From an optimization exercise on the open Yosys and OpenROAD flow, aimed at small area; shortcuts taken in it are not production practice. Function was checked by simulation only, so behaviour that the tests miss may differ from the original. In run 6 the design's own scripts or RTL, not TritonCTS, make the clock network. The clock input has no modelled driver; a real chip could not lean on it and would need a root buffer or a full tree. No activity file was given, so power comes from the tool's default toggle rates.

<file path="flow/flow/run.sh">
#!/bin/bash
# The standard layout with these changes:
#  - synthesis runs once for each ABC script flow/abc_*.script (area-oriented
#    mapping, some after ABC's &deepsyn), each in a work folder of its own,
#    and the run with the smallest netlist is kept; the runs differ only in
#    how ABC maps the logic between the registers, which it does not touch;
#  - the ports get buf_1 buffers;
#  - the clock tree uses clkbuf_4 and no dummy loads, and the clock port
#    drives its leaf buffers directly (post_cts.tcl).
set -euo pipefail
W=$PWD
R=$W/orfs/results/sky130hd/OQ1_Stopwatch/base
for s in $W/flow/abc_*.script; do
  n=$(basename $s .script)
  rm -rf $W/scripts_$n $W/orfs_$n
  cp -r $FLOW_HOME/scripts $W/scripts_$n
  cp $s $W/scripts_$n/abc_speed.script
  sed -e "s|WORK_HOME=[^ ]*|WORK_HOME=$W/orfs_$n|" -e '/^if \[\[/,$d' standard.sh > $W/standard_$n.sh
done
for s in $W/flow/abc_*.script; do
  n=$(basename $s .script)
  ( SCRIPTS_DIR=$W/scripts_$n bash $W/standard_$n.sh synth > $W/synth_$n.log 2>&1 || true ) &
  while [ $(jobs -r | wc -l) -ge ${NUM_CORES:-4} ]; do sleep 1; done
done
wait
best=""; best_area=""
for s in $W/flow/abc_*.script; do
  n=$(basename $s .script)
  f=$W/orfs_$n/reports/sky130hd/OQ1_Stopwatch/base/synth_stat.txt
  [[ -f $f && -f $W/orfs_$n/results/sky130hd/OQ1_Stopwatch/base/1_2_yosys.v ]] || continue
  a=$(awk '/Chip area for module/ {print $NF}' $f)
  echo "$n $a" >> $W/synth_areas.txt
  if [[ -z "$best" ]] || python3 -c "import sys; sys.exit(0 if $a < $best_area else 1)"; then
    best=$n; best_area=$a
  fi
done
echo "kept: $best $best_area" >> $W/synth_areas.txt
rm -rf $W/orfs $W/scripts
mv $W/orfs_$best $W/orfs
mv $W/scripts_$best $W/scripts
for s in $W/flow/abc_*.script; do
  n=$(basename $s .script)
  rm -rf $W/orfs_$n $W/scripts_$n
done
export SCRIPTS_DIR=$W/scripts
export BUFFER_PORTS_ARGS="-buffer_cell sky130_fd_sc_hd__buf_1"
export CTS_ARGS="-sink_clustering_enable -repair_clock_nets -dont_use_dummy_load -buf_list sky130_fd_sc_hd__clkbuf_4"
export POST_CTS_TCL=$W/flow/post_cts.tcl
cp $R/1_2_yosys.v $W/synth_netlist_orig.v
python3 flow/downsize.py $R/1_2_yosys.v $FLOW_HOME/platforms/sky130hd/lib/sky130_fd_sc_hd__tt_025C_1v80.lib > $W/downsize.log 2>&1
rm -f $R/1_synth.odb
bash standard.sh > $W/layout.log 2>&1
</file>
<file path="flow/standard.sh">
#!/bin/bash
# synth_recipe.tcl (not shown) runs the flow's synth.tcl, then flattens the netlist and writes it again
# the make line also repeats each setting of config.mk as NAME=value (left out here)
make -C /OpenROAD-flow-scripts/flow DESIGN_CONFIG=/design/flow/config.mk WORK_HOME=/design/flow/orfs CLKGATE_MAP_FILE= SYNTH_SCRIPT=/design/flow/synth_recipe.tcl "${@:-finish}"
</file>
<file path="flow/flow/abc_a20s0.script">
strash
&get -n
&deepsyn -T 20
&put
dch
amap
topo
</file>
<file path="flow/config.mk">
export PLATFORM = sky130hd
export DESIGN_NAME = OQ1_Stopwatch
export DESIGN_NICKNAME = OQ1_Stopwatch
export VERILOG_FILES = /design/flow/design.v
export SDC_FILE = /design/flow/constraint.sdc
export NUM_CORES = 4
export LEC_CHECK = 0
export CAP_MARGIN = 20
export CORE_MARGIN = 2
export CORE_UTILIZATION = 30
export SLEW_MARGIN = 20
</file>
<file path="flow/flow/post_cts.tcl">
set block [ord::get_db_block]
set clk_net [$block findNet CLK]
set roots {}
foreach it [$clk_net getITerms] {
  if {[$it isInputSignal]} { lappend roots [$it getInst] }
}
if {[llength $roots] == 1} {
  set root [lindex $roots 0]
  if {[string match "sky130_fd_sc_hd__clkbuf_*" [[$root getMaster] getName]]} {
    set root_net [[$root findITerm X] getNet]
    set leaves {}
    set ok 1
    foreach it [$root_net getITerms] {
      set inst [$it getInst]
      if {$inst eq $root} { continue }
      if {![string match "sky130_fd_sc_hd__clkbuf_*" [[$inst getMaster] getName]]} { set ok 0 }
      lappend leaves $it
    }
    if {$ok && [llength $leaves] <= 4} {
      foreach it $leaves {
        $it disconnect
        $it connect $clk_net
      }
      [$root findITerm A] disconnect
      [$root findITerm X] disconnect
      odb::dbInst_destroy $root
      odb::dbNet_destroy $root_net
      puts "post_cts: removed the root clock buffer; the clock port drives [llength $leaves] buffers"
      if {[info exists ::env(LEAF_CELL)]} {
        foreach it $leaves {
          [$it getInst] swapMaster [[ord::get_db] findMaster $::env(LEAF_CELL)]
        }
        puts "post_cts: leaf clock buffers are $::env(LEAF_CELL)"
      }
    }
  }
}
estimate_parasitics -placement
detailed_placement
check_placement -verbose
report_clock_skew
</file>
<file path="flow/flow/downsize.py">
#!/usr/bin/env python3
"""Swap each combinational cell of the synthesized netlist for the smallest
cell of the same function (same name up to the drive-strength suffix), as
timing has ample slack at the problem's period. Registers are left alone."""
import re, sys
net, lib = sys.argv[1], sys.argv[2]
dont = set(sys.argv[3].split()) if len(sys.argv) > 3 else set()
area = {}
for m in re.finditer(r'cell\s*\(\s*"?(\w+)"?\s*\)\s*\{.*?area\s*:\s*([\d.]+)', open(lib).read(), re.S):
    area[m.group(1)] = float(m.group(2))
fam = {}
for c, a in area.items():
    m = re.match(r'(sky130_fd_sc_hd__\w+?)_(\d+)$', c)
    if m and c not in dont:
        fam.setdefault(m.group(1), []).append((a, int(m.group(2)), c))
src = open(net).read()
def repl(m):
    c = m.group(1)
    b = re.match(r'(sky130_fd_sc_hd__\w+?)_(\d+)$', c)
    if not b or any(b.group(1).startswith('sky130_fd_sc_hd__' + p) for p in ('df', 'conb', 'lpflow', 'probe')):
        return m.group(0)
    best = min(fam.get(b.group(1), [(area.get(c, 1e9), 0, c)]))
    if best[0] < area.get(c, 1e9):
        return best[2] + m.group(2)
    return m.group(0)
out = re.sub(r'^\s*(sky130_fd_sc_hd__\w+)(\s)', lambda m: ' ' + repl(m).lstrip(), src, flags=re.M)
open(net, 'w').write(out)
</file>
<file path="flow/flow/abc_a20s2.script">
strash
&get -n
&deepsyn -T 20 -S 2
&put
dch
amap
topo
</file>
<file path="flow/design.v">
module OQ1_Stopwatch(AN, Seg, Dot, CLK, Start, RESET);
  output [3:0] AN;
  output [6:0] Seg;
  output Dot;
  input CLK, Start, RESET;
  reg  [5:0] ms;
  wire       ms_fb = ms[5] ^ ms[0] ^ (ms[4:2] == 3'b101);
  wire       scan  = (ms[4:2] == 3'b000);
  always @(posedge CLK or posedge RESET)
    if (RESET) ms <= 6'h05;
    else       ms <= {ms[4:0], ms_fb};
  reg         counting;
  reg  [11:0] ds;
  wire        ds_g  = ds[7] ? (ds[2] & ds[4]) : (ds[2] | ~ds[4]);
  wire        ds_fb = counting & (ds[11] ^ ds_g);
  wire        tick  = ((ds & 12'hef7) == 12'h800);
  always @(posedge CLK or posedge RESET)
    if (RESET) begin
      counting <= 1'b0;
      ds       <= 12'h000;
    end else begin
      counting <= counting | Start;
      ds       <= {ds[10:0], ds_fb};
    end
  function [3:0] nx(input [3:0] d);
    nx = {(d[0] & d[1] & d[2]) | (d[0] & d[3]), (d[0] & d[1]), (d[0] & ~d[3]), ~(1'b0)};
  endfunction
  function is9(input [3:0] d);
    is9 = (d[0] & d[3]);
  endfunction
  function [6:0] sg(input [3:0] d);
    sg = {(d[0] & d[1] & d[2]) | (~d[1] & ~d[2] & ~d[3]), (d[0] & d[1]) | (d[1] & ~d[2]) | (d[0] & ~d[2] & ~d[3]), (d[0]) | (~d[1] & d[2]), (d[0] & ~d[1] & ~d[2]) | (~d[0] & ~d[1] & d[2]) | (d[0] & d[1] & d[2]), (~d[0] & d[1] & ~d[2]), (d[0] & ~d[1] & d[2]) | (~d[0] & d[1] & d[2]), (~d[0] & ~d[1] & d[2]) | (d[0] & ~d[1] & ~d[2] & ~d[3])};
  endfunction
  reg        pend;
  reg  [3:0] D0, D1, D2, D3;
  wire       e0 = scan & pend;
  wire       e1 = e0 & is9(D0);
  wire       e2 = e1 & is9(D1);
  wire       e3 = e2 & is9(D2);
  always @(posedge CLK or posedge RESET)
    if (RESET) begin
      pend <= 1'b0;
      D0 <= 4'b0000; D1 <= 4'b0000; D2 <= 4'b0000; D3 <= 4'b0000;
    end else begin
      pend <= tick | (pend & ~scan);
      D0 <= D0 ^ ({4{e0}} & nx(D0));
      D1 <= D1 ^ ({4{e1}} & nx(D1));
      D2 <= D2 ^ ({4{e2}} & nx(D2));
      D3 <= D3 ^ ({4{e3}} & nx(D3));
    end
  reg [1:0] sel;
  reg       dp;
  always @(posedge CLK or posedge RESET)
    if (RESET) begin
      sel <= 2'b00;
      dp  <= 1'b0;
    end else if (scan) begin
      sel <= {sel[0], ~sel[1]};
      dp  <= sel[1] | sel[0];
    end
  wire [3:0] an = {~(sel == 2'b10), ~(sel == 2'b11), ~(sel == 2'b01), ~(sel == 2'b00)};
  wire [3:0] dig = (D0 & {4{~an[0]}}) | (D1 & {4{~an[1]}}) | (D2 & {4{~an[2]}}) | (D3 & {4{~an[3]}});
  assign Seg = sg(dig);
  assign AN  = an;
  assign Dot = dp;
endmodule
</file>
<file path="flow/flow/abc_a20s1.script">
strash
&get -n
&deepsyn -T 20 -S 1
&put
dch
amap
topo
</file>
<file path="flow/flow/abc_s31.script">
strash
balance -l
resub -K 6 -l
rewrite -l
resub -K 6 -N 2 -l
refactor -l
resub -K 8 -l
balance -l
resub -K 8 -N 2 -l
rewrite -l
resub -K 10 -l
rewrite -z -l
resub -K 10 -N 2 -l
balance -l
resub -K 12 -l
refactor -z -l
resub -K 12 -N 2 -l
rewrite -z -l
balance -l
dch
amap
topo
</file>
<file path="flow/flow/abc_d20s2.script">
strash
dc2
&get -n
&deepsyn -T 20 -S 2
&put
dch
amap
topo
</file>
<file path="flow/constraint.sdc">
create_clock -name core_clock -period 10.0 [get_ports {CLK}]
set_input_delay 2.0000 -clock core_clock [delete_from_list [all_inputs] [get_ports {CLK}]]
set_output_delay 2.0000 -clock core_clock [all_outputs]
set_load 0.01 [all_outputs]
</file>
<file path="flow/flow/abc_a20s3.script">
strash
&get -n
&deepsyn -T 20 -S 3
&put
dch
amap
topo
</file>
<file path="flow/flow/abc_a20s10.script">
strash
&get -n
&deepsyn -T 20 -S 10
&put
dch
amap
topo
</file>
<file path="flow/flow/abc_s8.script">
strash
dc2
dch -f
amap
topo
</file>
==> reports/summary.txt, run 1 <==
port bufs: 14
final setup vio count: 0
maximum vdd ir drop: 124 uV
Congestion Overflow GR: 0
Post-Synth XOR/XNOR Area: 0%
initial antenna violation count: 0
Power Dens Cells: 163 nW/um2
die area: 5460 um2
CTS clk-pin slew, worst paths: 0.12 ns
Vias/cell: 4.36
final setup margin: 6.05 ns
fraction of registers with async set/reset: 100%
simple-gate portion of the synthesized area: 16.0%
Synth top area share: 63.2%
fraction of layout cells with a size suffix above 1: 4.43%
FMAX: 0.253 GHz
Syn Nets: 142
initial DRC count: 51
Layout area overhead: 11.9%
ys flop type: dfrtp_1
complex-gate fraction of the synthesized area: 14.4%
Synth Instances: 139
vias post-DR: 982
DIE WIDTH: 73.9 um
clock latency on the worst-skew pair: 0.17 ns
DP Worst Slack: 6.22 ns
number of synthesized flops with an enable pin: 0
WHS: 0.362 ns
CP Launch Type: flop
post-route ant nets: 0
syn_area_per_cell: 10.5 um2
final hold viol count: 0
Worst Path Required: 8.00 ns
Synth cell types: 20
crit path cell chain: clkinv_1 > nand2_1 > o22ai_1 > nor2_1 > clkinv_1 > o21ai_0 > nor2b_1 > buf_1
CORE AREA: 4720 um2
first-pass GRT wire length: 4220 um
drt drc: 0
clk_skew: 0.0276 ns
Crit Path Class: reg2out
initial core utilization: 31.0%
mux cell area share after synthesis: 0%
Synth Area in Adders: 0%
Yosys warnings: 1
CP max stage cell: dfrtp_1
fin nets: 163
Hold Crit Class: reg2reg
largest net degree at the start of global routing: 40
synthesized area: 1470 um2
Slew Viols, Final: 0
total track usage: 10.1%
vias in the first global route: 933
Fill cells: 492
fin crit share: 39.5%
crit end category: primary output
critical path fanouts, max: 6
crit-path most repeated cell: clkinv_1
sequential share of the synthesized area: 66.8%
CP top delay family: simple AND/OR/NAND/NOR gates
outcome: finished clean
Max Cap Viol: 0
RSZ-0062 raised after global routing: false
crit-path max cell delay: 0.40 ns
Final min period: 3.95 ns
Worst slew margin: 62.5%
row cnt: 25
#FFs+latches synth: 39
total negative slack: 0 ns
Total Routed Length: 2500 um
# diodes: 0
synth top area cells: dfrtp_1, nor2_1, o22ai_1, dfstp_2, nand2_1
WL/cell: 11.1 um
cell with the most instances after synthesis: dfrtp_1
GP Congestion: 0.804
Worst Path Arrival: 1.95 ns
main combinational cell family by area after synthesis: simple AND/OR/NAND/NOR gates
measured slew at the worst slew-check pin: 0.558 ns
Reg2Reg Setup Slack: 7.27 ns
worst path bufs/invs: 3
top post-synthesis cells by count: dfrtp_1, nor2_1, nand2_1, clkinv_1, o22ai_1
Final HPWL DP: 1800 um
Die H: 73.9 um
I/O pin count: 15
clk sinks: 39
drt pass-1 iters: 4
Leakage: 0.727 nW
Yosys top cell by area: dfrtp_1
## flip-flops by register name, summed over array words and instances, names as in the netlist
| register | count |
|---|---|
| dp | 1 |
| D0 | 4 |
| D1 | 4 |
| ms | 6 |
| ds | 12 |
| pend | 1 |
| sel | 2 |
| counting | 1 |
| D3 | 4 |
| D2 | 4 |
## power breakdown
| part | internal, mW | total [mW] | switching (mW) | leakage, nW |
|---|---|---|---|---|
| Sequential | 0.183 | 0.197 | 0.0140 | 0.496 |
| Combinational | 0.00624 | 0.0141 | 0.00788 | 0.213 |
| Clock | 0.0192 | 0.0570 | 0.0378 | 0.0184 |
| Total | 0.208 | 0.268 | 0.0597 | 0.727 |
## routing by layer
| metal | routed length [um] | up-vias | global-route usage [%] |
|---|---|---|---|
| met5 | 0 | - | 0 |
| met4 | 10 | 0 | 2.42 |
| met3 | 133 | 2 | 3.02 |
| met2 | 1040 | 21 | 15.6 |
| met1 | 1310 | 439 | 13.9 |
| li1 | - | 520 | - |
## cell usage in the layout (no fill, tap or decap), drive strengths merged, types with 4 or more instances in the layout
| master | count |
|---|---|
| a21oi | 9 |
| buf | 15 |
| clkbuf | 4 |
| clkinv | 11 |
| dfrtp | 37 |
| nand2 | 14 |
| nor2 | 28 |
| o21a | 5 |
| o21ai | 6 |
| o22ai | 10 |
## final timing paths
check	start	to	cells after the start
setup / recovery	sel[1]	Seg[1]	8
hold / removal	ds[3]	ds[4]	0
setup reg to reg	ms[3]	D3[1]	10
hold reg to reg	ds[3]	ds[4]	0
max in group asynchronous	RESET	ms[2]	3
min in group asynchronous	RESET	ds[1]	3
## area by class of cell
| class | count | area [um2] | area share [%] |
|---|---|---|---|
| Multi-Input combinational cell | 89 | 445 | 27.2 |
| Clock buffer | 4 | 30.0 | 1.83 |
| Timing Repair Buffer | 15 | 60.1 | 3.66 |
| Inverter | 11 | 41.3 | 2.52 |
| Sequential cell | 39 | 978 | 59.7 |
| Tap cell | 67 | 83.8 | 5.11 |
## kinds of logic after synthesis
logic type / count (synthesis)
simple gates: 55
buf+inv: 11
flops: 39
compound gates: 34
## per-stage QoR
stage / power [mW] / cells / util, % / cell area, um2
after detailed placement: 0.214 / 221 / 34.1 / 1610
final: 0.268 / 225 / 34.7 / 1640
after floorplan: 0.206 / 139 / - / 1470
after global routing: 0.283 / 225 / 34.7 / 1640
after global placement: 0.214 / 221 / 34.1 / 1610
## worst register-to-register path: stages (launching register included)
cell and delay (ns):
dfrtp_1 0.40, nor3_1 0.50, clkinv_1 0.25, nor2_1 0.25, and3_1 0.29, and3_1 0.28, and3_1 0.23, nand2_1 0.11
nor2_1 0.18, nor2_1 0.06, a21oi_1 0.11
==> run 2, diff against run 1 <==
--- a/flow/flow/downsize.py
+++ b/flow/flow/downsize.py
@@ -25,3 +25,12 @@
     return m.group(0)
 out = re.sub(r'^\s*(sky130_fd_sc_hd__\w+)(\s)', lambda m: ' ' + repl(m).lstrip(), src, flags=re.M)
 open(net, 'w').write(out)
+
+# The inverter on the reset port drives the reset pin of every register;
+# give it the drive of inv_4 so that no buffer has to be added after it.
+src = open(net).read()
+m = re.search(r'sky130_fd_sc_hd__(?:clk)?inv_\d+(\s+\S+\s*\(\s*\.A\(RESET\),)', src)
+if m:
+    src = src[:m.start()] + 'sky130_fd_sc_hd__inv_4' + m.group(1) + src[m.end():]
+    open(net, 'w').write(src)
+    print('reset inverter set to inv_4')
==> reports/summary.txt, run 2 <==
Reg2Reg Setup Slack: 7.24 ns (-0.03 ns)
FMAX: 0.253 GHz (about the same)
Worst Path Required: 8.00 ns (about the same)
CTS clk-pin slew, worst paths: 0.11 ns (about the same)
largest registers: ds (12), ms (6)
sequential share of the synthesized area: 66.8% (unchanged)
Synth cell types: 20 (unchanged)
Int Power: 0.208 mW (about the same)
drt drc: 0 (unchanged)
#FFs+latches synth: 39 (unchanged)
Final min period: 3.95 ns (-0.00286 ns)
measured slew at the worst slew-check pin: 0.545 ns (-0.0125 ns)
total negative slack: 0 ns (unchanged)
Power Dens Cells: 164 nW/um2 (+0.25%)
most common cell after layout, fill and taps aside: dfrtp_1
Final HPWL DP: 1860 um (+3.7%)
most frequent cells in the layout: dfrtp_1, nor2_1, nand2_1, buf_1
fraction of layout cells with a size suffix above 1: 4.46% (+0.028 points)
port bufs: 14 (unchanged)
largest net degree at the start of global routing: 40 (unchanged)
YS chip area: 1470 um2
Clk pwr share: 21.1% (-0.2 points)
Yosys warnings: 1 (unchanged)
fin nets: 162 (-0.61%)
row cnt: 25 (unchanged)
Net Sw Power: 0.0596 mW (about the same)
syn_area_per_cell: 10.6 um2 (+0.17%)
# diodes: 0 (unchanged)
R2R depth: 9 (-1)
CP Launch Type: flop
Seq pwr share: 73.6% (+0.2 points)
Crit Path Class: reg2out
I/O pin count: 15 (unchanged)
Largest Register: ds
Worst slew margin: 63.4% (+0.84 points)
Leakage: 0.725 nW (-0.26%)
HP Start: ds[8]
Worst Path Arrival: 1.95 ns (about the same)
total power: 0.267 mW (about the same)
clock latency on the worst-skew pair: 0.17 ns (about the same)
clk_skew: 0.0208 ns (-0.00679 ns)
total track usage: 11.0% (+0.91 points)
Fill cells: 500 (+1.6%)
Vias/cell: 4.49 (+2.9%)
max reg flops: 12 (unchanged)
synth top area cells: dfrtp_1, nor2_1, o22ai_1, dfstp_2, nand2_1
Die H: 73.9 um (about the same)
drt pass-1 iters: 4 (unchanged)
number of synthesized flops with an enable pin: 0 (unchanged)
GP Congestion: 0.838 (+4.1%)
vias post-DR: 1,006 (+2.4%)
fin crit share: 39.5% (about the same)
die area: 5470 um2 (+0.16%)
initial core utilization: 31.1% (+0.053 points)
Yosys top cell by area: dfrtp_1
top post-synthesis cells by count: dfrtp_1, nor2_1, nand2_1, clkinv_1, o22ai_1
Congestion Overflow GR: 0 (unchanged)
Critical path origin: sel[0]
crit path capture: Seg[1]
RR Startpoint: ms[3]
DP Worst Slack: 6.26 ns (+0.0407 ns)
post-route ant nets: 0 (unchanged)
Layout area overhead: 11.3%
critical path fanouts, max: 6 (unchanged)
Syn Nets: 142 (unchanged)
Synth Instances: 139 (unchanged)
outcome: finished clean
WHS: 0.360 ns (-0.00220 ns)
first-pass GRT wire length: 4550 um (+7.9%)
crit end category: primary output
final hold viol count: 0 (unchanged)
CORE AREA: 4720 um2 (unchanged)
fraction of registers with async set/reset: 100% (unchanged)
Max Cap Viol: 0 (unchanged)
final setup margin: 6.05 ns (+0.00286 ns)
RSZ-0062 raised after global routing: false
Total Routed Length: 2550 um (+2.3%)
cell with the most instances after synthesis: dfrtp_1
Hold Crit Class: reg2reg
initial antenna violation count: 0 (unchanged)
initial DRC count: 50 (-2.0%)
WL/cell: 11.4 um (+2.8%)
synthesized area: 1470 um2 (+0.17%)
DIE WIDTH: 73.9 um (about the same)
final setup vio count: 0 (unchanged)
Comb power frac: 5.3% (about the same)
ys flop type: dfrtp_1
r2r endpoint: D3[3]
Sw Ratio: 22.3% (about the same)
clk sinks: 39 (unchanged)
Slew Viols, Final: 0 (unchanged)
maximum vdd ir drop: 108 uV (-13%)
Synth top area share: 63.2% (unchanged)
vias in the first global route: 973 (+4.3%)
==> run 2: cell types whose count changed in the layout (fill, tap and decap cells not counted), sizes merged <==
cell / before / now
buf: 15 / 14
clkinv: 11 / 10
inv: 0 / 1
==> run 2: worst min-delay path by stage <==
stage	endpoint	slack [ns]	cells past startpoint
finish	ds[9]	0.36	0
global route	ds[9]	0.38	0
detailed placement	ds[9]	0.34	0
global placement	ds[4]	0.34	0
floorplan	ds[4]	0.33	0
==> run 2: cell families after synthesis <==
logic type	share of synthesized area, %
and+or+nand+nor	16.0
buffers and inverters	2.82
AOI/OAI and AO/OA	14.4
DFF	66.8
==> run 2: layout make-up <==
class | instances | area (um2) | area share [%]
clock buffers | 4 | 30.0 | 1.84
flip-flops and latches | 39 | 978 | 59.9
well taps | 67 | 83.8 | 5.13
inverters | 11 | 43.8 | 2.68
repair buffers | 14 | 52.6 | 3.22
multi-input cells | 89 | 445 | 27.3
==> run 2: per-stage QoR <==
stage	utilization (%)	std cells	instance area [um2]
3_5_place_dp	34.0	220	1600
3_3_place_gp	34.0	220	1600
6_report	34.6	224	1630
2_1_floorplan	-	139	1470
5_1_grt	34.6	224	1630
==> run 2: layer usage <==
metal	vias to the layer above	routed length [um]	GRT usage (%)
met5	-	0	0
met4	0	27	2.42
met3	2	127	4.20
met2	18	1070	16.3
met1	469	1330	15.5
li1	517	-	-
==> run 2: worst max-delay path, cell delays in order, from the launching register on <==
cell      delay (ns)
dfrtp_1         0.39
clkinv_1        0.12
nand2_1         0.20
o22ai_1         0.09
nor2_1          0.23
clkinv_1        0.16
o21ai_0         0.28
nor2b_1         0.16
buf_1           0.15
==> run 2: power groups by stage <==
| stage | Sequential, mW | Clock, mW | Combinational (mW) |
|---|---|---|---|
| 2_1_floorplan | 0.195 | 0 | 0.0117 |
| 3_5_place_dp | 0.200 | 0 | 0.0151 |
| 6_report | 0.197 | 0.0564 | 0.0142 |
| 3_3_place_gp | 0.200 | 0 | 0.0141 |
| 5_1_grt | 0.200 | 0.0652 | 0.0164 |
==> run 3, diff against run 2 <==
==> flow/design.v (replaced) <==
module OQ1_Stopwatch(AN, Seg, Dot, CLK, Start, RESET);
  output [3:0] AN;
  output [6:0] Seg;
  output Dot;
  input CLK, Start, RESET;
  reg  [5:0] ms;
  wire       ms_fb = ms[5] ^ ms[0] ^ (ms[4:2] == 3'b101);
  wire       scan  = (ms[4:2] == 3'b000);
  always @(posedge CLK or posedge RESET)
    if (RESET) ms <= 6'h05;
    else       ms <= {ms[4:0], ms_fb};
  reg  [11:0] ds;
  wire        ds_h  = ds[10] ? (~ds[6] | (ds[0] & ~ds[1])) : (ds[0] & ~ds[1] & ~ds[6]);
  wire        ds_z  = ((ds & 12'h6fe) == 12'h000);
  wire        tick  = ds[11] & ds_z;
  wire        ds_fb = (ds[11] ^ ds_h) | (Start & ~ds[11] & ds_z);
  always @(posedge CLK or posedge RESET)
    if (RESET) ds <= 12'h000;
    else       ds <= {ds[10:0], ds_fb};
  function [3:0] nx(input [3:0] d);
    nx = {(d[0] & d[1] & d[2]) | (d[0] & d[3]), (d[0] & d[1]), (d[0] & ~d[3]), ~(1'b0)};
  endfunction
  function is9(input [3:0] d);
    is9 = (d[0] & d[3]);
  endfunction
  function [6:0] sg(input [3:0] d);
    sg = {(d[0] & d[1] & d[2]) | (~d[1] & ~d[2] & ~d[3]), (d[0] & d[1]) | (d[1] & ~d[2]) | (d[0] & ~d[2] & ~d[3]), (d[0]) | (~d[1] & d[2]), (d[0] & ~d[1] & ~d[2]) | (~d[0] & ~d[1] & d[2]) | (d[0] & d[1] & d[2]), (~d[0] & d[1] & ~d[2]), (d[0] & ~d[1] & d[2]) | (~d[0] & d[1] & d[2]), (~d[0] & ~d[1] & d[2]) | (d[0] & ~d[1] & ~d[2] & ~d[3])};
  endfunction
  reg        pend;
  reg  [3:0] D0, D1, D2, D3;
  wire       e0 = scan & pend;
  wire       e1 = e0 & is9(D0);
  wire       e2 = e1 & is9(D1);
  wire       e3 = e2 & is9(D2);
  wire       first = D3[3] & D3[1];
  wire       clr3 = scan & first;
  always @(posedge CLK or posedge RESET)
    if (RESET) begin
      pend <= 1'b0;
      D0 <= 4'b0000; D1 <= 4'b0000; D2 <= 4'b0000; D3 <= 4'b1010;
    end else begin
      pend <= tick | (pend & ~scan);
      D0 <= D0 ^ ({4{e0}} & nx(D0));
      D1 <= D1 ^ ({4{e1}} & nx(D1));
      D2 <= D2 ^ ({4{e2}} & nx(D2));
      D3 <= D3 ^ (({4{e3}} & nx(D3)) | ({4{clr3}} & 4'b1010));
    end
  reg [1:0] sel;
  always @(posedge CLK or posedge RESET)
    if (RESET)     sel <= 2'b00;
    else if (scan) sel <= {sel[0], ~sel[1]};
  wire [3:0] an = {~(sel == 2'b10), ~(sel == 2'b11), ~(sel == 2'b01), ~(sel == 2'b00)};
  wire [3:0] dig = (D0 & {4{~an[0]}}) | (D1 & {4{~an[1]}}) | (D2 & {4{~an[2]}}) | (D3 & {4{~an[3]}});
  assign Seg = sg(dig);
  assign AN  = an;
  assign Dot = ~(~an[1] | (~an[0] & first));
endmodule
==> reports/summary.txt, run 3 <==
CP Launch Type: flop
drt pass-1 iters: 4 (unchanged)
R2R depth: 11 (+2)
most common cell after layout, fill and taps aside: dfrtp_1
Synth Instances: 144 (+3.6%)
vias in the first global route: 1,013 (+4.1%)
post-route ant nets: 0 (unchanged)
final hold viol count: 0 (unchanged)
fraction of layout cells with a size suffix above 1: 5.56% (+1.1 points)
post-route cell area: 1600 um2 (-2.1%)
GP Congestion: 0.832 (-0.64%)
DIE WIDTH: 73.5 um (-0.57%)
YS chip area: 1450 um2 (-1.2%)
fin nets: 167 (+3.1%)
synth top area cells: dfrtp_1, dfstp_2, nor2_1, clkinv_1, o22ai_1
most frequent cells in the layout: dfrtp_1, nor2_1, clkinv_1
die area: 5410 um2 (-1.1%)
#FFs+latches synth: 37 (-5.1%)
CORE AREA: 4690 um2 (-0.66%)
initial DRC count: 25 (-50%)
initial antenna violation count: 0 (unchanged)
Crit Path Class: reg2out
Worst Path Required: 8.00 ns (about the same)
initial core utilization: 30.9% (-0.17 points)
WL/cell: 11.6 um (+1.9%)
Die H: 73.5 um (-0.57%)
FMAX: 0.253 GHz (+0.13%)
I/O pin count: 15 (unchanged)
largest registers: ds (12), ms (6)
critical path fanouts, max: 5 (-1)
Critical path origin: sel[1]
clk sinks: 37 (-5.1%)
Yosys warnings: 1 (unchanged)
Reg2Reg Setup Slack: 6.97 ns (-0.27 ns)
cell with the most instances after synthesis: dfrtp_1
Congestion Overflow GR: 0 (unchanged)
Syn Nets: 147 (+3.5%)
total track usage: 11.1% (+0.076 points)
RR Startpoint: ms[3]
fin crit share: 39.5% (-0.052 points)
Fill cells: 486 (-2.8%)
Vias/cell: 4.93 (+9.7%)
maximum vdd ir drop: 90.8 uV (-16%)
Layout area overhead: 10.4%
Yosys top cell by area: dfrtp_1
Slew Viols, Final: 0 (unchanged)
Max Cap Viol: 0 (unchanged)
clk_skew: 0.0126 ns (-0.00823 ns)
number of synthesized flops with an enable pin: 0 (unchanged)
final setup vio count: 0 (unchanged)
ys flop type: dfrtp_1
vias post-DR: 1,064 (+5.8%)
measured slew at the worst slew-check pin: 0.643 ns (+0.0981 ns)
CTS clk-pin slew, worst paths: 0.10 ns (about the same)
sequential share of the synthesized area: 64.3% (-2.5 points)
Largest Register: ds
Post-Place Cell Area: 1570 um2 (-2.1%)
Power Dens Cells: 167 nW/um2 (+1.9%)
Worst slew margin: 56.8% (-6.6 points)
Final HPWL DP: 1850 um (-0.47%)
syn_area_per_cell: 10.1 um2 (-4.6%)
clock latency on the worst-skew pair: 0.16 ns (about the same)
outcome: finished clean
port bufs: 14 (unchanged)
Total Routed Length: 2510 um (-1.7%)
cell depth of the worst min-delay path: 0 (unchanged)
Final min period: 3.95 ns (-0.00515 ns)
total negative slack: 0 ns (unchanged)
sequential cell area: 931 um2 (-4.9%)
top post-synthesis cells by count: dfrtp_1, nor2_1, clkinv_1, a21oi_1, nand2_1
crit end category: primary output
multi-input combinational cell area: 449 um2 (+0.84%)
RSZ-0062 raised after global routing: false
# diodes: 0 (unchanged)
crit path capture: Seg[1]
Synth cell types: 19 (-5.0%)
max reg flops: 12 (unchanged)
Worst Path Arrival: 1.95 ns (about the same)
synthesized area: 1450 um2 (-1.2%)
fraction of registers with async set/reset: 100% (unchanged)
drt drc: 0 (unchanged)
row cnt: 25 (unchanged)
first-pass GRT wire length: 4530 um (-0.31%)
Hold Crit Class: reg2reg
largest net degree at the start of global routing: 38 (-5.0%)
Synth top area share: 57.0% (-6.1 points)
r2r endpoint: D3[3]
Leakage: 0.693 nW (-4.4%)
==> run 3: cell count changes after synthesis, sizes merged, moves of 2 or more <==
cell    delta
nand2      -3
a21oi      +3
dfrtp      -4
clkinv     +7
or4        +2
dfstp      +2
==> run 3: layout make-up <==
cell class,instances,share of cell area (%)
flip-flops and latches,37,58.2
multi-input cells,89,28.1
repair buffers,14,3.28
inverters,18,4.38
clock buffers,4,1.88
well taps,54,4.22
==> run 3: worst max-delay path, cell delays in order, from the launching register on <==
cell and delay [ns]:
dfrtp_1 0.42, clkinv_1 0.14, nand2_1 0.17, o22ai_1 0.10, nor2_1 0.20, clkinv_1 0.15
o21ai_0 0.28, nor2b_1 0.16, buf_1 0.16
==> run 3: kinds of logic (layout without fill, tap and decap cells) <==
kind of cell / count (synthesis) / after routing / synth area share, %
DFF: 37 / 37 / 64.3
and+or+nand+nor: 52 / 52 / 15.7
buffers and inverters: 18 / 36 / 4.67
AOI/OAI and AO/OA: 37 / 37 / 15.3
==> run 3: worst min path at each step <==
stage                        to  start  slack, ns
after global placement    ms[2]  ms[1]       0.34
after floorplan           ds[9]  ds[8]       0.33
final                     ms[2]  ms[1]       0.36
after detailed placement  ds[9]  ds[8]       0.34
after global routing      ms[2]  ms[1]       0.37
==> run 3: per-stage QoR <==
step	instances	setup slack, ns	utilization [%]	total power, mW	hold slack (ns)
floorplan	144	6.36	-	0.207	0.331
global placement	212	6.30	33.5	0.217	0.341
detailed placement	212	6.25	33.5	0.217	0.341
global route	216	5.82	34.1	0.286	0.373
finish	216	6.05	34.1	0.267	0.363
==> run 3: power breakdown <==
group | total [mW] | internal [mW] | leakage (nW) | switching [mW]
Sequential | 0.194 | 0.176 | 0.469 | 0.0175
Combinational | 0.0189 | 0.00873 | 0.206 | 0.0102
Clock | 0.0544 | 0.0192 | 0.0184 | 0.0353
==> run 3: metal layers <==
metal	vias up	track usage (%)	part of all wire (%)
met5	-	0	0
met4	0	3.03	1.2
met3	2	4.80	5.3
met2	21	16.3	44
met1	507	14.9	49
li1	534	-	-
==> run 4, diff against run 3 <==
==> flow/flow/abc_a20s12.script (new file) <==
strash
&get -n
&deepsyn -T 20 -S 12
&put
dch
amap
topo
==> flow/flow/abc_a20s4.script (new file) <==
strash
&get -n
&deepsyn -T 20 -S 4
&put
dch
amap
topo
==> flow/flow/abc_f20s4.script (new file) <==
strash
&get -n
&deepsyn -T 20 -S 4
&put
dch -f
amap
topo
==> flow/flow/abc_n20s1.script (new file) <==
strash
&get -n
&deepsyn -T 20 -S 1
&dch
&nf -R 1000
&put
topo
==> flow/flow/abc_n20s10.script (new file) <==
strash
&get -n
&deepsyn -T 20 -S 10
&dch
&nf -R 1000
&put
topo
==> flow/flow/abc_n20s12.script (new file) <==
strash
&get -n
&deepsyn -T 20 -S 12
&dch
&nf -R 1000
&put
topo
==> flow/flow/abc_n20s4.script (new file) <==
strash
&get -n
&deepsyn -T 20 -S 4
&dch
&nf -R 1000
&put
topo
--- a/flow/flow/downsize.py
+++ b/flow/flow/downsize.py
@@ -27,10 +27,10 @@
 open(net, 'w').write(out)
 
 # The inverter on the reset port drives the reset pin of every register;
-# give it the drive of inv_4 so that no buffer has to be added after it.
+# give it the drive of inv_2 so that no buffer has to be added after it.
 src = open(net).read()
 m = re.search(r'sky130_fd_sc_hd__(?:clk)?inv_\d+(\s+\S+\s*\(\s*\.A\(RESET\),)', src)
 if m:
-    src = src[:m.start()] + 'sky130_fd_sc_hd__inv_4' + m.group(1) + src[m.end():]
+    src = src[:m.start()] + 'sky130_fd_sc_hd__inv_2' + m.group(1) + src[m.end():]
     open(net, 'w').write(src)
-    print('reset inverter set to inv_4')
+    print('reset inverter set to inv_2')
removed: flow/flow/abc_a20s2.script
removed: flow/flow/abc_d20s2.script
removed: flow/flow/abc_s31.script
removed: flow/flow/abc_s8.script
==> reports/summary.txt, run 4 <==
outcome: finished clean
cell with the most instances after synthesis: dfrtp_1
Congestion Overflow GR: 0 (unchanged)
row cnt: 25 (unchanged)
Worst Path Required: 8.00 ns (about the same)
Max Cap Viol: 0 (unchanged)
Largest Register: ds
initial DRC count: 48 (+92%)
#FFs+latches synth: 37 (unchanged)
post-route cell area: 1590 um2 (-0.78%)
fraction of registers with async set/reset: 100% (unchanged)
vias post-DR: 990 (-7.0%)
total track usage: 10.2% (-0.85 points)
Worst slew margin: 50.5% (-6.3 points)
RSZ-0062 raised after global routing: false
ys flop type: dfrtp_1
maximum vdd ir drop: 64.9 uV (-29%)
FMAX: 0.232 GHz (-8.4%)
Layout area overhead: 10.4% (about the same)
CORE AREA: 4660 um2 (-0.67%)
crit end category: primary output
r2r endpoint: D3[2]
top post-synthesis cells by count: dfrtp_1, nand2_1, nor2_1, a21oi_1, xnor2_1
measured slew at the worst slew-check pin: 0.742 ns (+0.0987 ns)
number of synthesized flops with an enable pin: 0 (unchanged)
Crit Path Class: reg2out
Yosys warnings: 1 (unchanged)
Synth cell types: 23 (+4)
HP Start: ds[8]
most common cell after layout, fill and taps aside: dfrtp_1
CP Launch Type: flop
fin crit share: 43.1% (+3.6 points)
fin nets: 154 (-7.8%)
R2R depth: 6 (-5)
die area: 5360 um2 (-0.81%)
WL/cell: 12.3 um (+6.0%)
post-route ant nets: 0 (unchanged)
GP Congestion: 0.851 (+2.3%)
final hold viol count: 0 (unchanged)
port bufs: 14 (unchanged)
total power: 0.265 mW (-0.65%)
DIE WIDTH: 73.2 um (-0.41%)
drt drc: 0 (unchanged)
Synth top area share: 57.4% (+0.40 points)
Hold Crit Class: reg2reg
total negative slack: 0 ns (unchanged)
initial antenna violation count: 0 (unchanged)
cell depth of the worst min-delay path: 0 (unchanged)
clk_skew: 0.0352 ns (+0.0226 ns)
Final HPWL DP: 1770 um (-4.7%)
Power Dens Cells: 167 nW/um2 (+0.14%)
fraction of layout cells with a size suffix above 1: 6.04% (+0.48 points)
sequential share of the synthesized area: 64.8% (+0.45 points)
clk sinks: 37 (unchanged)
most frequent cells in the layout: dfrtp_1, nand2_1, nor2_1
Post-Place Cell Area: 1560 um2 (-0.80%)
Slew Viols, Final: 0 (unchanged)
syn_area_per_cell: 11.0 um2 (+9.0%)
Fill cells: 473 (-2.7%)
largest net degree at the start of global routing: 38 (unchanged)
vias in the first global route: 880 (-13%)
Leakage: 0.695 nW (+0.20%)
clock latency on the worst-skew pair: 0.17 ns (about the same)
Worst Hold Endpoint: ds[9]
largest registers: ds (12), ms (6)
# diodes: 0 (unchanged)
I/O pin count: 15 (unchanged)
critical path fanouts, max: 6 (+1)
drt pass-1 iters: 4 (unchanged)
Yosys top cell by area: dfrtp_1
WHS: 0.363 ns (-0.000868 ns)
RR Startpoint: ms[3]
Die H: 73.2 um (-0.41%)
CTS clk-pin slew, worst paths: 0.11 ns (about the same)
first-pass GRT wire length: 4150 um (-8.4%)
max reg flops: 12 (unchanged)
final setup vio count: 0 (unchanged)
Final min period: 4.31 ns (+0.362 ns)
Synth Instances: 131 (-9.0%)
synth top area cells: dfrtp_1, dfstp_2, xnor2_1, nand2_1, nor2_1
synthesized area: 1440 um2 (-0.86%)
Vias/cell: 4.88 (-1.0%)
Worst Path Arrival: 2.31 ns (+0.36 ns)
Total Routed Length: 2500 um (-0.40%)
Syn Nets: 134 (-8.8%)
initial core utilization: 30.8% (-0.061 points)
Reg2Reg Setup Slack: 7.34 ns (+0.37 ns)
## run 4: changes by cell type after synthesis, moves of 5 or more
cell,change
o21a_1,-5
clkinv_1,-12
nor2_1,-12
xnor2_1,+9
## run 4: worst max-delay path: stages, from the launching register on
cell      delay (ns)
dfrtp_1         0.44
or2_0           0.31
o22ai_1         0.16
nor2_1          0.05
o21ai_0         0.15
clkinv_1        0.17
nor2_1          0.16
o21ai_0         0.12
or3_1           0.34
o21ai_0         0.08
buf_1           0.17
## run 4: how the worst max path moves through the flow
stage,start,endpoint,cells after the start
floorplan,sel[1],Seg[0],9
global placement,sel[1],Seg[0],10
detailed placement,sel[1],Seg[0],10
global route,sel[0],Seg[0],10
finish,sel[0],Seg[0],10
## run 4: cells by family (layout without fill, tap and decap cells)
logic type	count (synthesis)	after routing	share of synthesized area (%)
xor+xnor	10	10	6.09
fa+ha+maj	1	1	0.696
compound gates	30	30	11.7
simple gates	47	47	15.1
buf+inv	6	24	1.57
flops	37	37	64.8
## run 4: report_power, final
group          internal, mW  switching, mW  leakage (nW)  total [mW]
clock network        0.0192         0.0362        0.0184      0.0554
logic               0.00796        0.00875         0.209      0.0167
registers             0.176         0.0171         0.467       0.193
total                 0.203         0.0620         0.695       0.265
## run 4: cell type report
type / count / area [um2] / share of cell area (%)
clock buffer: 4 / 30.0 / 1.89
sequential: 37 / 931 / 58.6
tap: 54 / 67.6 / 4.26
multi-input combinational: 88 / 484 / 30.5
timing repair buffer: 14 / 52.6 / 3.31
inverter: 6 / 22.5 / 1.42
## run 4: metal layers
layer	up-vias	GRT usage [%]	share of wire, %
li1	492	-	-
met1	475	14.2	51
met2	18	14.4	42
met3	5	2.90	4.9
met4	0	5.14	2.1
met5	-	0	0
## run 4: through the flow
stage               instances  setup slack [ns]  util [%]
global route              203              5.44      34.1
floorplan                 131              6.12         -
finish                    203              5.69      34.1
detailed placement        199              5.90      33.4
global placement          199              6.01      33.4
==> run 5, diff against run 4 <==
--- a/flow/design.v
+++ b/flow/design.v
@@ -18,7 +18,7 @@
     if (RESET) ds <= 12'h000;
     else       ds <= {ds[10:0], ds_fb};
   function [3:0] nx(input [3:0] d);
-    nx = {(d[0] & d[1] & d[2]) | (d[0] & d[3]), (d[0] & d[1]), (d[0] & ~d[3]), ~(1'b0)};
+    nx = {(d[0] & d[1] & d[2]) | (d[0] & d[3]), (d[0] & d[1]), (d[0] & ~d[3]), 1'b1};
   endfunction
   function is9(input [3:0] d);
     is9 = (d[0] & d[3]);
==> reports/summary.txt, run 5 <==
outcome: finished clean
complex-gate fraction of the synthesized area: 11.7% (unchanged)
Hold Crit Class: reg2reg
largest net degree at the start of global routing: 38 (unchanged)
Leakage: 0.695 nW (unchanged)
RSZ-0062 raised after global routing: false
post-layout util: 34.1% (unchanged)
crit-path most repeated cell: o21ai_0
Syn Nets: 134 (unchanged)
cell with the most instances after synthesis: dfrtp_1
final setup vio count: 0 (unchanged)
Yosys top cell by area: dfrtp_1
top post-synthesis cells by count: dfrtp_1, nand2_1, nor2_1, a21oi_1, xnor2_1
Fill cells: 473 (unchanged)
port bufs: 14 (unchanged)
measured slew at the worst slew-check pin: 0.742 ns (unchanged)
Total Routed Length: 2500 um (unchanged)
GP Congestion: 0.851 (unchanged)
Largest Register: ds
WL/cell: 12.3 um (unchanged)
CORE AREA: 4660 um2 (unchanged)
DIE WIDTH: 73.2 um (unchanged)
final setup margin: 5.69 ns (unchanged)
maximum vdd ir drop: 64.9 uV (unchanged)
fraction of layout cells with a size suffix above 1: 6.04% (unchanged)
vias in the first global route: 880 (unchanged)
multi-input combinational cell area: 484 um2 (unchanged)
Synth Area in Adders: 0.696% (unchanged)
Post-Synth XOR/XNOR Area: 6.09% (unchanged)
CP top delay family: simple AND/OR/NAND/NOR gates
initial antenna violation count: 0 (unchanged)
worst path bufs/invs: 2 (unchanged)
initial core utilization: 30.8% (unchanged)
fin nets: 154 (unchanged)
DP Worst Slack: 5.90 ns (unchanged)
vias post-DR: 990 (unchanged)
max reg flops: 12 (unchanged)
critical path fanouts, max: 6 (unchanged)
first-pass GRT wire length: 4150 um (unchanged)
Worst Path Required: 8.00 ns (about the same)
Synth Instances: 131 (unchanged)
Worst Path Arrival: 2.31 ns (about the same)
Die H: 73.2 um (unchanged)
synthesized area: 1440 um2 (unchanged)
fraction of registers with async set/reset: 100% (unchanged)
die area: 5360 um2 (unchanged)
Synth top area share: 57.4% (unchanged)
FMAX: 0.232 GHz (unchanged)
I/O pin count: 15 (unchanged)
Max Cap Viol: 0 (unchanged)
Power Dens Cells: 167 nW/um2 (unchanged)
sequential cell area: 931 um2 (unchanged)
crit end category: primary output
CP Launch Type: flop
drt drc: 0 (unchanged)
drt pass-1 iters: 4 (unchanged)
Slew Viols, Final: 0 (unchanged)
Final HPWL DP: 1770 um (unchanged)
clk sinks: 37 (unchanged)
crit path cell chain: or2_0 > o22ai_1 > nor2_1 > o21ai_0 > clkinv_1 > nor2_1 > o21ai_0 > or3_1 > o21ai_0 > buf_1
Synth cell types: 23 (unchanged)
# diodes: 0 (unchanged)
synth top area cells: dfrtp_1, dfstp_2, xnor2_1, nand2_1, nor2_1
ys flop type: dfrtp_1
Layout area overhead: 10.4% (unchanged)
fin crit share: 43.1% (unchanged)
WHS: 0.363 ns (unchanged)
number of synthesized flops with an enable pin: 0 (unchanged)
CTS clk-pin slew, worst paths: 0.11 ns (about the same)
initial DRC count: 48 (unchanged)
crit-path max cell delay: 0.44 ns (about the same)
#FFs+latches synth: 37 (unchanged)
post-route ant nets: 0 (unchanged)
total track usage: 10.2% (unchanged)
clk_skew: 0.0352 ns (unchanged)
Crit Path Class: reg2out
simple-gate portion of the synthesized area: 15.1% (unchanged)
Yosys warnings: 1 (unchanged)
CP max stage cell: dfrtp_1
mux cell area share after synthesis: 0% (unchanged)
Final min period: 4.31 ns (unchanged)
sequential share of the synthesized area: 64.8% (unchanged)
largest registers: ds (12), ms (6)
most frequent cells in the layout: dfrtp_1, nand2_1, nor2_1
Congestion Overflow GR: 0 (unchanged)
syn_area_per_cell: 11.0 um2 (unchanged)
Worst slew margin: 50.5% (unchanged)
total negative slack: 0 ns (unchanged)
most common cell after layout, fill and taps aside: dfrtp_1
row cnt: 25 (unchanged)
Vias/cell: 4.88 (unchanged)
clock latency on the worst-skew pair: 0.17 ns (about the same)
final hold viol count: 0 (unchanged)
main combinational cell family by area after synthesis: simple AND/OR/NAND/NOR gates
==> run 5: cell counts after synthesis <==
Identical to the previous run, type by type.
==> run 5: final cells by class <==
class / count / share of cell area [%]
multi-input cells: 88 / 30.5
well taps: 54 / 4.26
inverters: 6 / 1.42
flip-flops and latches: 37 / 58.6
repair buffers: 14 / 3.31
clock buffers: 4 / 1.89
==> run 5: worst paths after layout <==
| kind | startpoint | endpoint | slack (ns) | depth (start not counted) |
|---|---|---|---|---|
| max | sel[0] | Seg[0] | 5.69 | 10 |
| min | ds[8] | ds[9] | 0.36 | 0 |
| max reg2reg | ms[3] | D3[2] | 7.34 | 6 |
| min reg2reg | ds[8] | ds[9] | 0.36 | 0 |
| max in group asynchronous | RESET | D2[0] | 7.56 | 2 |
| min in group asynchronous | RESET | ms[1] | 1.92 | 2 |
==> run 5: layer usage <==
metal / vias up / routed length, um / GRT usage [%]
li1: 492 / - / -
met1: 475 / 1280 / 14.2
met2: 18 / 1040 / 14.4
met3: 5 / 123 / 2.90
met4: 0 / 53 / 5.14
met5: - / 0 / 0
==> run 5: power by group <==
| group | total [mW] | switching (mW) | internal (mW) |
|---|---|---|---|
| registers | 0.193 | 0.0171 | 0.176 |
| logic | 0.0167 | 0.00875 | 0.00796 |
| clock network | 0.0554 | 0.0362 | 0.0192 |
==> run 5: stage by stage <==
stage / instance area (um2) / total power [mW] / cells
6_report: 1590 / 0.265 / 203
5_1_grt: 1590 / 0.279 / 203
3_5_place_dp: 1560 / 0.213 / 199
3_3_place_gp: 1560 / 0.213 / 199
2_1_floorplan: 1440 / 0.205 / 131
==> run 5: cell families (layout without fill, tap and decap cells) <==
logic type / after synthesis / in the layout
AO/OA/AOI/OAI: 30 / 30
adder cells (fa/ha/maj): 1 / 1
flip-flops: 37 / 37
buffers and inverters: 6 / 24
AND/OR/NAND/NOR: 47 / 47
XOR/XNOR: 10 / 10
==> run 6, diff against run 5 <==
==> flow/design.v (replaced) <==
module OQ1_Stopwatch(AN, Seg, Dot, CLK, Start, RESET);
  output [3:0] AN;
  output [6:0] Seg;
  output Dot;
  input CLK, Start, RESET;
  reg  [5:0] ms;
  wire       ms_fb = ms[5] ^ ms[0] ^ (ms[4:2] == 3'b101);
  wire       scan  = (ms[4:2] == 3'b000);
  always @(posedge CLK or posedge RESET)
    if (RESET) ms <= 6'h05;
    else       ms <= {ms[4:0], ms_fb};
  reg         counting;
  reg  [11:0] ds;
  wire        ds_g  = ds[7] ? (ds[2] & ds[4]) : (ds[2] | ~ds[4]);
  wire        ds_fb = counting & (ds[11] ^ ds_g);
  wire        tick  = ((ds & 12'hef7) == 12'h800);
  always @(posedge CLK or posedge RESET)
    if (RESET) begin
      counting <= 1'b0;
      ds       <= 12'h000;
    end else begin
      counting <= counting | Start;
      ds       <= {ds[10:0], ds_fb};
    end
  function [3:0] nx(input [3:0] d);
    nx = {(d[0] & d[1] & d[2]) | (d[0] & d[3]), (d[0] & d[1]), (d[0] & ~d[3]), ~(1'b0)};
  endfunction
  function is9(input [3:0] d);
    is9 = (d[0] & d[3]);
  endfunction
  function [6:0] sg(input [3:0] d);
    sg = {(d[0] & d[1] & d[2]) | (~d[1] & ~d[2] & ~d[3]), (d[0] & d[1]) | (d[1] & ~d[2]) | (d[0] & ~d[2] & ~d[3]), (d[0]) | (~d[1] & d[2]), (d[0] & ~d[1] & ~d[2]) | (~d[0] & ~d[1] & d[2]) | (d[0] & d[1] & d[2]), (~d[0] & d[1] & ~d[2]), (d[0] & ~d[1] & d[2]) | (~d[0] & d[1] & d[2]), (~d[0] & ~d[1] & d[2]) | (d[0] & ~d[1] & ~d[2] & ~d[3])};
  endfunction
  reg        pend;
  reg  [3:0] D0, D1, D2, D3;
  wire       e0 = scan & pend;
  wire       e1 = e0 & is9(D0);
  wire       e2 = e1 & is9(D1);
  wire       e3 = e2 & is9(D2);
  always @(posedge CLK or posedge RESET)
    if (RESET) begin
      pend <= 1'b0;
      D0 <= 4'b0000; D1 <= 4'b0000; D2 <= 4'b0000; D3 <= 4'b0000;
    end else begin
      pend <= tick | (pend & ~scan);
      D0 <= D0 ^ ({4{e0}} & nx(D0));
      D1 <= D1 ^ ({4{e1}} & nx(D1));
      D2 <= D2 ^ ({4{e2}} & nx(D2));
      D3 <= D3 ^ ({4{e3}} & nx(D3));
    end
  reg [1:0] sel;
  reg       dp;
  always @(posedge CLK or posedge RESET)
    if (RESET) begin
      sel <= 2'b00;
      dp  <= 1'b0;
    end else if (scan) begin
      sel <= {sel[0], ~sel[1]};
      dp  <= sel[1] | sel[0];
    end
  wire [3:0] an = {~(sel == 2'b10), ~(sel == 2'b11), ~(sel == 2'b01), ~(sel == 2'b00)};
  wire [3:0] dig = (D0 & {4{~an[0]}}) | (D1 & {4{~an[1]}}) | (D2 & {4{~an[2]}}) | (D3 & {4{~an[3]}});
  assign Seg = sg(dig);
  assign AN  = an;
  assign Dot = dp;
endmodule
--- a/flow/flow/run.sh
+++ b/flow/flow/run.sh
@@ -46,6 +46,7 @@
 export BUFFER_PORTS_ARGS="-buffer_cell sky130_fd_sc_hd__buf_1"
 export CTS_ARGS="-sink_clustering_enable -repair_clock_nets -dont_use_dummy_load -buf_list sky130_fd_sc_hd__clkbuf_4"
 export POST_CTS_TCL=$W/flow/post_cts.tcl
+export CLK_GROUPS=2 CLK_CELL=sky130_fd_sc_hd__clkbuf_8
 cp $R/1_2_yosys.v $W/synth_netlist_orig.v
 python3 flow/downsize.py $R/1_2_yosys.v $FLOW_HOME/platforms/sky130hd/lib/sky130_fd_sc_hd__tt_025C_1v80.lib > $W/downsize.log 2>&1
 rm -f $R/1_synth.odb
==> flow/flow/abc_a20s2.script (new file) <==
strash
&get -n
&deepsyn -T 20 -S 2
&put
dch
amap
topo
==> flow/flow/abc_s31.script (new file) <==
strash
balance -l
resub -K 6 -l
rewrite -l
resub -K 6 -N 2 -l
refactor -l
resub -K 8 -l
balance -l
resub -K 8 -N 2 -l
rewrite -l
resub -K 10 -l
rewrite -z -l
resub -K 10 -N 2 -l
balance -l
resub -K 12 -l
refactor -z -l
resub -K 12 -N 2 -l
rewrite -z -l
balance -l
dch
amap
topo
==> flow/flow/abc_s8.script (new file) <==
strash
dc2
dch -f
amap
topo
--- a/flow/flow/downsize.py
+++ b/flow/flow/downsize.py
@@ -25,12 +25,3 @@
     return m.group(0)
 out = re.sub(r'^\s*(sky130_fd_sc_hd__\w+)(\s)', lambda m: ' ' + repl(m).lstrip(), src, flags=re.M)
 open(net, 'w').write(out)
-
-# The inverter on the reset port drives the reset pin of every register;
-# give it the drive of inv_2 so that no buffer has to be added after it.
-src = open(net).read()
-m = re.search(r'sky130_fd_sc_hd__(?:clk)?inv_\d+(\s+\S+\s*\(\s*\.A\(RESET\),)', src)
-if m:
-    src = src[:m.start()] + 'sky130_fd_sc_hd__inv_2' + m.group(1) + src[m.end():]
-    open(net, 'w').write(src)
-    print('reset inverter set to inv_2')
==> flow/flow/post_cts.tcl (replaced) <==
# Rebuild the clock network: remove the buffers CTS inserted, split the
# clock sinks into CLK_GROUPS groups by position (k-means), and drive each
# group from one CLK_CELL buffer placed at its centre; the clock port
# drives these buffers.
set block [ord::get_db_block]
set clk_net [$block findNet CLK]
# Collect the clock buffers reachable from the port, and the sinks.
set bufs {}
set sinks {}
set todo [list $clk_net]
while {[llength $todo]} {
  set net [lindex $todo 0]
  set todo [lrange $todo 1 end]
  foreach it [$net getITerms] {
    if {![$it isInputSignal]} { continue }
    set inst [$it getInst]
    if {[string match "sky130_fd_sc_hd__clkbuf_*" [[$inst getMaster] getName]]} {
      lappend bufs $inst
      lappend todo [[$inst findITerm X] getNet]
    } else {
      lappend sinks $it
    }
  }
}
foreach b $bufs {
  set out [[$b findITerm X] getNet]
  foreach it [$out getITerms] { if {[$it getInst] ne $b} { $it disconnect } }
  [$b findITerm A] disconnect
  [$b findITerm X] disconnect
  odb::dbInst_destroy $b
  odb::dbNet_destroy $out
}
set k $::env(CLK_GROUPS)
set pts {}
foreach it $sinks {
  set xy [$it getAvgXY]
  lappend pts [list [lindex $xy 1] [lindex $xy 2]]
}
# k-means, started from sinks spread over the list sorted by x
set order [lsort -integer -index 0 $pts]
set cent {}
for {set i 0} {$i < $k} {incr i} {
  lappend cent [lindex $order [expr {int(($i + 0.5) * [llength $order] / $k)}]]
}
for {set iter 0} {$iter < 50} {incr iter} {
  set asg {}
  foreach p $pts {
    set best 0; set bd 1e30
    for {set i 0} {$i < $k} {incr i} {
      set c [lindex $cent $i]
      set d [expr {pow([lindex $p 0] - [lindex $c 0], 2) + pow([lindex $p 1] - [lindex $c 1], 2)}]
      if {$d < $bd} { set bd $d; set best $i }
    }
    lappend asg $best
  }
  set newc {}
  for {set i 0} {$i < $k} {incr i} {
    set sx 0; set sy 0; set n 0
    foreach p $pts a $asg { if {$a == $i} { set sx [expr {$sx + [lindex $p 0]}]; set sy [expr {$sy + [lindex $p 1]}]; incr n } }
    if {$n > 0} { lappend newc [list [expr {$sx / $n}] [expr {$sy / $n}]] } else { lappend newc [lindex $cent $i] }
  }
  set cent $newc
}
set master [[ord::get_db] findMaster $::env(CLK_CELL)]
for {set i 0} {$i < $k} {incr i} {
  set inst [odb::dbInst_create $block $master "clkbuf_grp_$i"]
  set net [odb::dbNet_create $block "clknet_grp_$i"]
  $net setSigType CLOCK
  [$inst findITerm A] connect $clk_net
  [$inst findITerm X] connect $net
  set c [lindex $cent $i]
  $inst setLocation [expr {int([lindex $c 0])}] [expr {int([lindex $c 1])}]
  $inst setPlacementStatus PLACED
  set n 0
  foreach it $sinks a $asg { if {$a == $i} { $it connect $net; incr n } }
  puts "post_cts: clkbuf_grp_$i ($::env(CLK_CELL)) drives $n sinks"
}
global_connect
estimate_parasitics -placement
detailed_placement
check_placement -verbose
report_clock_skew
removed: flow/flow/abc_a20s10.script
removed: flow/flow/abc_a20s12.script
removed: flow/flow/abc_a20s4.script
removed: flow/flow/abc_f20s4.script
removed: flow/flow/abc_n20s1.script
removed: flow/flow/abc_n20s10.script
removed: flow/flow/abc_n20s12.script
removed: flow/flow/abc_n20s4.script
==> reports/summary.txt, run 6 <==
Yosys warnings: 1 (unchanged)
vias post-DR: 980 (-1.0%)
drt drc: 0 (unchanged)
Most Crowded Layer GR: met2
Leakage: 0.723 nW (+4.1%)
crit end category: primary output
initial DRC count: 49 (+2.1%)
Seq pwr share: 73.3% (+0.5 points)
largest registers: ds (12), ms (6)
sequential share of the synthesized area: 66.8% (+2.0 points)
Post-Place Cell Area: 1610 um2 (+3.3%)
port bufs: 14 (unchanged)
vias in the first global route: 921 (+4.7%)
Synth cell types: 20 (-13%)
ys flop type: dfrtp_1
critical path fanouts, max: 6 (unchanged)
Hold Crit Class: reg2reg
final setup vio count: 0 (unchanged)
Final HPWL DP: 1800 um (+1.7%)
# diodes: 0 (unchanged)
RSZ-0062 raised after global routing: false
cell with the most instances after synthesis: dfrtp_1
maximum vdd ir drop: 171 uV (+160%)
synthesized area: 1470 um2 (+1.9%)
grt met2 use: 16.0% (+1.6 points)
Power Dens Cells: 164 nW/um2 (-2.1%)
clk_skew: 0.0136 ns (-0.0215 ns)
Crit Path Class: reg2out
outcome: finished clean
most common cell after layout, fill and taps aside: dfrtp_1
Worst Path Arrival: 1.99 ns (-0.32 ns)
Yosys top cell by area: dfrtp_1
post-layout util: 34.6% (+0.58 points)
max reg flops: 12 (unchanged)
initial antenna violation count: 0 (unchanged)
Congestion Overflow GR: 0 (unchanged)
CP Launch Type: flop
first-pass GRT wire length: 4140 um (-0.31%)
fraction of layout cells with a size suffix above 1: 3.21% (-2.8 points)
Synth Instances: 139 (+6.1%)
post-route cell area: 1640 um2 (+3.1%)
fin crit share: 39.9% (-3.2 points)
crit-path max cell delay: 0.41 ns (-0.03 ns)
Layout area overhead: 11.7%
Final min period: 3.99 ns (-0.316 ns)
M3 GR Usage: 3.02% (+0.12 points)
Worst slew margin: 62.4% (+12 points)
Net Sw Power: 0.0603 mW (-2.7%)
drt pass-1 iters: 4 (unchanged)
Clk pwr share: 21.4% (+0.5 points)
Die H: 73.9 um (+0.90%)
Worst Path Required: 8.00 ns (about the same)
post-route ant nets: 0 (unchanged)
clk sinks: 39 (+5.4%)
initial core utilization: 31.0% (+0.17 points)
Comb power frac: 5.3% (-1.0 points)
syn_area_per_cell: 10.5 um2 (-4.0%)
#FFs+latches synth: 39 (+5.4%)
die area: 5460 um2 (+1.8%)
WL/cell: 11.1 um (-9.9%)
Fill cells: 489 (+3.4%)
Max Cap Viol: 0 (unchanged)
CP top delay family: simple AND/OR/NAND/NOR gates
Syn Nets: 142 (+6.0%)
FMAX: 0.250 GHz (+7.9%)
final hold viol count: 0 (unchanged)
I/O pin count: 15 (unchanged)
fraction of registers with async set/reset: 100% (unchanged)
met1 Track Usage GR: 13.1% (-1.2 points)
largest net degree at the start of global routing: 40 (+5.3%)
WHS: 0.362 ns (-0.000363 ns)
top post-synthesis cells by count: dfrtp_1, nor2_1, nand2_1, clkinv_1, o22ai_1
total track usage: 9.74% (-0.48 points)
Vias/cell: 4.39 (-9.9%)
crit path cell chain: clkinv_1 > nand2_1 > o22ai_1 > nor2_1 > clkinv_1 > o21ai_0 > nor2b_1 > buf_1
Synth top area share: 63.2% (+5.8 points)
CTS clk-pin slew, worst paths: 0.12 ns (about the same)
Int Power: 0.208 mW (+2.1%)
total negative slack: 0 ns (unchanged)
total power: 0.268 mW (+0.96%)
CP max stage cell: dfrtp_1
GP Congestion: 0.804 (-5.5%)
clock latency on the worst-skew pair: 0.17 ns (about the same)
synth top area cells: dfrtp_1, nor2_1, o22ai_1, dfstp_2, nand2_1
most frequent cells in the layout: dfrtp_1, nor2_1, nand2_1, buf_1, clkinv_1
Sw Ratio: 22.5% (-0.85 points)
Total Routed Length: 2470 um (-1.0%)
worst path bufs/invs: 3 (+1)
Largest Register: ds
crit-path most repeated cell: clkinv_1
measured slew at the worst slew-check pin: 0.560 ns (-0.182 ns)
number of synthesized flops with an enable pin: 0 (unchanged)
row cnt: 25 (unchanged)
Slew Viols, Final: 0 (unchanged)
CORE AREA: 4720 um2 (+1.3%)
DIE WIDTH: 73.9 um (+0.90%)
fin nets: 161 (+4.5%)
## run 6: changes by cell type in the layout (fill, tap and decap cells not counted), sizes merged, moves of 2 or more
cell / change
dfrtp: +4
o22ai: +2
clkinv: +6
xnor2: -9
nand3: +2
dfstp: -2
nor2: +13
clkbuf: -2
a31oi: -5
nand2b: -4
o21a: +5
## run 6: logic make-up after synthesis
kind of cell | after synthesis | synth area share [%]
AO/OA/AOI/OAI | 34 | 14.4
flip-flops | 39 | 66.8
buffers and inverters | 11 | 2.82
AND/OR/NAND/NOR | 55 | 16.0
## run 6: stage by stage
| stage | worst slack, ns | std cells |
|---|---|---|
| floorplan | 6.38 | 139 |
| detailed placement | 6.22 | 221 |
| global placement | 6.29 | 221 |
| finish | 6.01 | 223 |
| global route | 5.77 | 223 |
## run 6: layout make-up
cell class | instances | area [um2] | share of cell area, %
flip-flops and latches | 39 | 978 | 59.8
multi-input cells | 89 | 445 | 27.2
well taps | 67 | 83.8 | 5.12
repair buffers | 15 | 60.1 | 3.67
inverters | 11 | 41.3 | 2.52
plain buffers | 2 | 27.5 | 1.68
## run 6: layer usage
metal	share of wire (%)	routed length, um
met1	52	1280
met2	43	1060
met3	5.0	124
met4	0.40	10
met5	0	0
## run 6: path summary, 6_finish.rpt
path | depth (start not counted) | start | slack [ns] | to
setup / recovery | 8 | sel[1] | 6.01 | Seg[1]
hold / removal | 0 | ds[3] | 0.36 | ds[4]
setup reg to reg | 10 | ms[3] | 7.25 | D3[1]
hold reg to reg | 0 | ds[3] | 0.36 | ds[4]
max in group asynchronous | 3 | RESET | 7.74 | ms[0]
min in group asynchronous | 3 | RESET | 1.89 | ms[5]
## run 6: power groups by stage
| stage | Combinational [mW] | Sequential [mW] | Clock [mW] |
|---|---|---|---|
| floorplan | 0.0117 | 0.195 | 0 |
| global placement | 0.0143 | 0.199 | 0 |
| detailed placement | 0.0149 | 0.200 | 0 |
| global route | 0.0167 | 0.200 | 0.0633 |
| finish | 0.0141 | 0.196 | 0.0573 |

[static timing again, ports no longer ideal]
How much do the figures lean on ideal ports? The routed layouts below were timed once more, with nothing changed but the port constraints.
Step 1 sets driving cells, clkbuf_16 on the clock port and buf_2 on the other inputs (assumed; they add their load-dependent delay and slew).
Step 2, shift: input delay + t, output delay - t, t = (earliest + latest rising clock arrival at the registers) / 2. This alone moves slack from input paths to output paths.
Slacks: ideal / step 1 / step 2; pairs: ideal / step 1.
run	t, ns	setup slack, ns	clock arrival spread, ns
run 1	0.197	6.045 / 6.009 / 6.206	0.028 / 0.028
run 2	0.199	6.048 / 6.005 / 6.204	0.021 / 0.022
run 3	0.201	6.053 / 6.010 / 6.211	0.012 / 0.012
run 4	0.197	5.691 / 5.646 / 5.843	0.036 / 0.035
run 5	0.197	5.691 / 5.646 / 5.843	0.036 / 0.035
run 6	0.198	6.006 / 5.974 / 6.172	0.014 / 0.014
After both steps every run listed still meets setup and hold.
